Context: an optimization exercise on an open-source flow, tuned for small area, a short achievable clock period and few clock cycles. The choices shown serve that exercise and are no tape-out recipe. Function was checked by simulation only, so behaviour that the tests miss may differ from the original.

Setup of the baseline:
==> flow/design.v (excerpt) <==
module cpu (
  input  wire        clk,
  input  wire        reset,
  output wire [31:0] mem_addr,
  output wire        mem_we,
  output wire [31:0] mem_wdata,
  input  wire [31:0] mem_rdata
);
export LEC_CHECK = 0
export CAP_MARGIN = 20
export CELL_PAD_IN_SITES_DETAIL_PLACEMENT = 1
export CORE_MARGIN = 2
export CORE_UTILIZATION = 35
export PLACE_DENSITY = 0.45
export SLEW_MARGIN = 20
create_clock -name core_clock -period 15.0 [get_ports {clk}]
standard.sh (not shown) runs the stock make flow with config.mk's settings and CLKGATE_MAP_FILE= SYNTH_SCRIPT=/design/flow/synth_recipe.tcl, a recipe that flattens the netlist after the stock synthesis.
==> flow/flow/run.sh <==
#!/bin/bash
# The standard layout, except that:
#  - the port buffers are buf_4 cells instead of the slow delay buffers buffer_ports
#    picks by default;
#  - global routing keeps more met1/met2 capacity free (flow/fastroute.tcl);
#  - repair_timing is asked for 8 ns of setup slack on the worst 20% of endpoints,
#    so that it sizes and buffers the longest paths (same constraints, more effort).
# All of make's output goes to standard.log.
set -euo pipefail
here=$(pwd)
bash standard.sh 'BUFFER_PORTS_ARGS=-buffer_cell sky130_fd_sc_hd__buf_4' \
  "FASTROUTE_TCL=$here/flow/fastroute.tcl" SETUP_SLACK_MARGIN=8 TNS_END_PERCENT=20 \
  finish > standard.log 2>&1
==> flow/flow/fastroute.tcl <==
# Global-routing capacity: keep more of met1/met2 free for pin access, so that the
# detailed router has fewer shorts to clean up.
set_global_routing_layer_adjustment met1 0.5
set_global_routing_layer_adjustment met2 0.3
set_global_routing_layer_adjustment met3-$::env(MAX_ROUTING_LAYER) 0.15

set_routing_layers -clock $::env(MIN_CLK_ROUTING_LAYER)-$::env(MAX_ROUTING_LAYER)
set_routing_layers -signal $::env(MIN_ROUTING_LAYER)-$::env(MAX_ROUTING_LAYER)
Testbench counts of the baseline, summed over its fixed seeds: cycles 54,758.
### the baseline -> the candidate
diff --git a/flow/design.v b/flow/design.v
--- a/flow/design.v
+++ b/flow/design.v
@@ -2173,66 +2173,72 @@
   wire [31:0] bt, bt4;    
   fadd2 #(30, 5) u_bt (.a(e_pc4[31:2]), .b(imm[29:0]), .s(bt[31:2]), .s1(bt4[31:2]));
   assign bt[1:0]  = e_pc4[1:0];
   assign bt4[1:0] = e_pc4[1:0];
   wire ex_redirect = exc | (xst == 2'd2) | (ev & x_br & taken) | (ev & (x_jr | x_brk | x_rte)) | smc;
   wire [31:0] ex_target = (xst == 2'd2) ? {24'd0, mem_rdata[7:0]} :
                           x_jr ? A : x_brk ? e_pc : x_rte ? EPC : smc ? d_pc : bt;
   wire bus_ex = busq;
   wire [11:0] ex_a = (xst == 2'd1) ? {4'd0, 6'b111111, xvec} : (est == 2'd0) ? A[11:0] : B[11:0];
-  reg        e_pt;                   
+  reg        e_beq, e_bne;           
   reg [11:0] e_bt12;                 
-  wire        fast_br = e_pt & taken;
+  wire        fast_br = (e_beq & eq) | (e_bne & ~eq);
+  wire [11:0] fast_a  = e_bt12;
   wire [31:0] fast_t  = bt;
   wire [31:0] fast_t4 = bt4;
   wire [9:0]  id_bt;
   fadd #(10, 4) u_idbt (.a(d_pc[11:2]), .b(id_ir[9:0]), .ci(1'b1), .s(id_bt));
-  assign mem_addr  = {20'd0, eaq ? ea : bus_ex ? ex_a : e_pt ? e_bt12 : fpc[11:0]};
+  wire [11:0] base_a = bus_ex ? ex_a : fpc[11:0];
+  wire [11:0] a_eq   = e_beq ? fast_a : base_a;
+  wire [11:0] a_ne   = e_bne ? fast_a : base_a;
+  assign mem_addr  = {20'd0, eaq ? ea : eq ? a_eq : a_ne};
   assign mem_we    = weq;
   assign mem_wdata = B;
   wire id_stall    = id_v & ~ex_done;
   wire ld_ex       = id_v & ex_done;
   wire id_go       = ld_ex & ~ex_redirect;
   wire id_jmp      = id_v & ex_done & (id_j | id_jal);    
   wire id_redirect = id_jmp & ~ex_redirect;
-  wire fetch_ok    = ~bus_ex & ~e_pt & ~ex_redirect & ~id_redirect & ~id_stall;
+  wire fetch_ok    = ~bus_ex & ~ex_redirect & ~id_redirect & ~id_stall;
   wire [31:0] rsv = (byp && rf_wa == id_rs) ? wd : rs_rf;
   wire [31:0] rtv = (byp && rf_wa == id_rt) ? wd : rt_rf;
   wire [31:0] fpc4;
   fadd #(30, 5) u_fpc4 (.a(fpc[31:2]), .b(30'd1), .ci(1'b0), .s(fpc4[31:2]));
   assign fpc4[1:0] = fpc[1:0];
   wire [31:0] merged = x_sh ? {mem_rdata[31:16], B[15:0]} : {mem_rdata[31:8], B[7:0]};
   always @(posedge clk or posedge reset) begin
     if (reset) begin
       clr <= 1'b1;
       busq <= 1'b0;
-      e_pt  <= 1'b0;
+      e_beq <= 1'b0;
+      e_bne <= 1'b0;
       eaq  <= 1'b0;
       weq  <= 1'b0;
       fpc <= 32'd0;
       fv  <= 1'b0;
       dh  <= 1'b0;
       ev  <= 1'b0;
       est <= 2'd0;
       xst <= 2'd0;
       EPC <= 32'd0;
     end else begin
       clr <= 1'b0;
-      e_pt  <= id_go & ((id_op == 6'h05) | (id_op == 6'h06) | (id_op == 6'h07));
+      e_beq <= id_go & (id_op == 6'h04);
+      e_bne <= id_go & (id_op == 6'h05);
       busq <= (id_go & id_memop) | (ev & est == 2'd0 & x_divm) | (ev & est == 2'd1 & x_shsb) | exc;
       eaq  <= (id_go & id_memop & ~id_divm) | (ev & est == 2'd1 & x_shsb);
       weq  <= (id_go & id_sw) | (ev & est == 2'd1 & x_shsb);
       fv  <= fetch_ok | fast_br;
       dh  <= id_stall & ~ex_redirect;
       if (ex_done) ev <= id_go;
       if (id_redirect)      fpc <= id_target;
       else if (ex_redirect) fpc <= fast_br ? fast_t4 : ex_target;
-      else if (~bus_ex & ~e_pt & ~id_stall) fpc <= fpc4;
+      else if (~bus_ex & ~id_stall) fpc <= fpc4;
       if (ld_ex)        est <= 2'd0;
       else if (est_inc) est <= est + 2'd1;
       if (exc) begin
         xst <= 2'd1;
         EPC <= e_pc;
       end else if (xst == 2'd1) xst <= 2'd2;
       else if (xst == 2'd2) xst <= 2'd0;
     end
   end
Notes after the runs:
Status | the baseline and the candidate | clean. Comparing first-iteration DRC count for the baseline and the candidate, the bigger number came from the baseline. The candidate ended up with a lower slack of the critical path than the baseline did. The candidate ended up with a lower number of clock buffer instances in the layout than the baseline did. Clock transition at the registers of the reported paths across the baseline and the candidate: no real change. Delta (the candidate minus the baseline): core utilization picked up an extra 0.16 points; post-route standard cell area excluding fillers rose by 310 sq um.
Testbench counts of the candidate, summed over its fixed seeds: cycles 54,565.

## re-timing with driven ports
In the flow no input, the clock included, has a driving cell. The finished layouts below were timed again as built, in two steps. Step 1 assumes that a clkbuf_16 drives the clock port and a buf_2 every other input. Step 2 times the ports against the registers' clock, not the clock port: input delays grow and output delays shrink by t, the midpoint of the rising clock arrivals with the driver on. Slacks: ideal ports / drivers / drivers and shift; pairs: ideal ports / drivers.
| run | t (ns) | setup WS [ns] | worst data-port slew with drivers (ns) |
|---|---|---|---|
| the baseline | 0.950 | 7.889 / 7.889 / 7.511 | 0.08 |
| the candidate | 0.941 | 7.757 / 7.788 / 6.891 | 0.04 |
After both steps setup and hold are still met in every run listed. The setup slack of the candidate, which loses most, moves by +0.031 ns with the drivers and by -0.866 ns with both steps.
